What follows belongs to an exercise in optimizing a design on an open flow for small area, a short achievable clock period and few clock cycles per item; a production flow would make more cautious choices. Function was checked by simulation only, so behaviour that the tests miss may differ from the original. Power and IR drop assume default switching activity.

Setup of run A:
==> flow/design.v (excerpt) <==
module mmult(
    input clk,
    input reset_n,
    input enable,
    input [0:9*8-1] A_mat,
    input [0:9*8-1] B_mat,
    output valid,
    output reg [0:9*17-1] C_mat
);
Size in the first run: ~2900 cells after synthesis, ~300 I/O pins, ~0.029 sq mm of cells after synthesis.
clock: 11.0 ns
lec_check: 0
cap_margin: 20
core_margin: 2
core_utilization: 40
cts_buf_list: sky130_fd_sc_hd__clkbuf_4
slew_margin: 20
standard.sh (not shown) runs the stock make flow with config.mk's settings and CLKGATE_MAP_FILE= SYNTH_SCRIPT=/design/flow/synth_recipe.tcl, a recipe that flattens the netlist after the stock synthesis.
==> flow/flow/run.sh <==
#!/bin/bash
# Standard layout, with these changes: Yosys's "abc -fast" pre-pass is skipped
# (so the full adders extract with clean polarity), the port buffers are the
# smallest plain buffer instead of the delay buffer buffer_ports picks, and
# timing repair aims for 6.5 ns of setup slack instead of 0.
export SYNTH_ARGS=-noabc
export BUFFER_PORTS_ARGS="-buffer_cell sky130_fd_sc_hd__buf_1"
export SETUP_SLACK_MARGIN=6.5
bash standard.sh > standard.log 2>&1
Testbench counts of run A, summed over its fixed seeds: cycles 2,048, items 512.
Setup changes, run A to run B
- removing CTS_BUF_LIST (formerly sky130_fd_sc_hd__clkbuf_4)
==> flow/flow/run.sh <==
#!/bin/bash
# Standard layout, with these changes: Yosys's "abc -fast" pre-pass is skipped
# (so the full adders extract with clean polarity), the port buffers are the
# smallest plain buffer instead of the delay buffer buffer_ports picks, and
# timing repair aims for 7.0 ns of setup slack instead of 0.
export SYNTH_ARGS=-noabc
export BUFFER_PORTS_ARGS="-buffer_cell sky130_fd_sc_hd__buf_1"
export SETUP_SLACK_MARGIN=7.0
bash standard.sh > standard.log 2>&1
--- outcome ---
On post-synthesis sequential area ratio, run B and run A are basically level. Power ended up 26% higher on run B than on run A. Wire: run B routes more than run A. On worst setup slack: between run B and run A, it ends up lower for run A. Run B vs run A — non-clock buffer count rose 32%.
Here is what was changed in the inputs of run C compared with run B.
==> flow/flow/run.sh <==
#!/bin/bash
# Standard layout, with these changes: Yosys's "abc -fast" pre-pass is skipped
# (so the full adders extract with clean polarity), the port buffers are the
# smallest plain buffer instead of the delay buffer buffer_ports picks, and
# timing repair aims for 6.6 ns of setup slack instead of 0.
export SYNTH_ARGS=-noabc
export BUFFER_PORTS_ARGS="-buffer_cell sky130_fd_sc_hd__buf_1"
export SETUP_SLACK_MARGIN=6.6
bash standard.sh > standard.log 2>&1
==> comparison <==
Taking run B as the reference, in run C number of max-slew violations in the final report ~0 delta; total power shows a reduction of 18%; layout multi-input combinational cell count saw little to no change; portion of total power attributed to the clock network rose by 3.4 points; final cell count shrank by 105. Run C does better than run B on cell area after layout.
Input-level comparison between run D and run C:
==> flow/run.sh (new file) <==
#!/bin/bash
# synth_recipe.tcl (not shown) runs the flow's synth.tcl, then flattens the netlist and writes it again
# the make line also repeats each setting of config.mk as NAME=value (left out here)
make -C /OpenROAD-flow-scripts/flow DESIGN_CONFIG=/design/flow/config.mk WORK_HOME=/design/flow/orfs CLKGATE_MAP_FILE= SYNTH_SCRIPT=/design/flow/synth_recipe.tcl finish
removed: flow/flow/run.sh
removed: flow/standard.sh
Run D: no failed stages, no open violations at the end. Min hold slack across run C and run D: run C. Wire length of the first global-routing pass, run C and run D, lower one = run C. Compared to run C, run D has area fraction in compound gates after synthesis 1.0 points lower. The lower width of the die came out of run C.
Changes in run E relative to run D:
==> flow/flow/run.sh (new file) <==
#!/bin/bash
# Standard layout (the standard.sh), with these changes:
# - Yosys's "abc -fast" pre-pass is skipped, so the full adders extract with
#   clean polarity (no inverters between them);
# - the port buffers are the smallest plain buffer instead of the delay buffer
#   buffer_ports picks;
# - timing repair aims for 0 ns of setup slack in floorplan and 7.5 ns after
#   placement, instead of 0. The clock, period and constraints are unchanged.
# After placement the repair only uses these moves: unbuffer,sizeup,swap.
set -e
export SYNTH_ARGS=-noabc
export BUFFER_PORTS_ARGS="-buffer_cell sky130_fd_sc_hd__buf_1"
export SETUP_SLACK_MARGIN=0
bash standard.sh synth floorplan > standard_synth_floorplan.log 2>&1
export SETUP_SLACK_MARGIN=7.5
export SETUP_MOVE_SEQUENCE=unbuffer,sizeup,swap
bash standard.sh > standard.log 2>&1
==> flow/standard.sh (new file) <==
#!/bin/bash
# synth_recipe.tcl (not shown) runs the flow's synth.tcl, then flattens the netlist and writes it again
# the make line also repeats each setting of config.mk as NAME=value (left out here)
make -C /OpenROAD-flow-scripts/flow DESIGN_CONFIG=/design/flow/config.mk WORK_HOME=/design/flow/orfs CLKGATE_MAP_FILE= SYNTH_SCRIPT=/design/flow/synth_recipe.tcl "${@:-finish}"
removed: flow/run.sh
==> results.txt <==
Run E | status: complete | timing, DRC, antenna: pass
Re proportion of power drawn by combinational gates: run D and run E aren't equal, and the lower value belongs to run D.
Run E does worse than run D on internal power consumption.
Taking run E over run D, the total power divided by cell area ratio works out to 1.2.
Diff run D -> run E: power went up, time the final worst path needs with I/O delays and setup went down, total met2 wirelength after detailed routing has increased.
Final design area excluding fillers was lower in the run labelled run E.
Looking only at post-synthesis net count, and setting everything else aside, the higher value of run D and run E goes to run D.
Placed instance count: higher on run D
On cell count along the critical path, the higher figure sits with run D, not run E.
Input changes introduced in run F (baseline for comparison: run E):
- CORE_UTILIZATION: 40 -> 60
==> flow/flow/run.sh <==
#!/bin/bash
# Standard layout, with these changes: Yosys's "abc -fast" pre-pass is skipped
# (so the full adders extract with clean polarity), the port buffers are the
# smallest plain buffer instead of the delay buffer buffer_ports picks, and
# timing repair aims for 6.5 ns of setup slack instead of 0.
export SYNTH_ARGS=-noabc
export BUFFER_PORTS_ARGS="-buffer_cell sky130_fd_sc_hd__buf_1"
export SETUP_SLACK_MARGIN=6.5
bash standard.sh > standard.log 2>&1
Between run F and run E, it is run F whose part of the total power dissipated in combinational logic is lower, by 6.3 points.
In run F the share of the cycle needed by the critical path after routing turned out 1.8 points higher than in run E.
| headroom to the max-slew limit | run F vs run E | worse |

-- re-timing with driven ports --
Ports are ideal in the flow. The routed layouts listed here were re-timed in OpenROAD.
Step 1: set_driving_cell puts a clkbuf_16 on clk and a buf_2 on each other input, an assumption about the parent block.
Step 2 times the ports against the registers' clock, not the clock port: input delays grow and output delays shrink by t, the midpoint of the rising clock arrivals with the driver on.
Three values: ideal, step 1, step 2; two values: the first two.
| run | shift t [ns] | slack for setup (ns) | worst slew at a driven data input, ns |
|---|---|---|---|
| run A | 0.928 | 6.664 / 6.664 / 5.939 | 0.08 |
| run B | 0.624 | 6.923 / 6.923 / 6.511 | 0.06 |
| run C | 0.641 | 6.753 / 6.753 / 6.264 | 0.07 |
| run D | 0.641 | 5.856 / 5.856 / 5.811 | 0.05 |
| run E | 0.640 | 6.874 / 6.874 / 6.654 | 0.07 |
| run F | 0.624 | 6.674 / 6.674 / 6.248 | 0.06 |
After both steps setup and hold are still met in every run listed. For run A, which loses most, drivers alone change the setup slack by 0.000 ns; drivers and shift together by -0.725 ns.
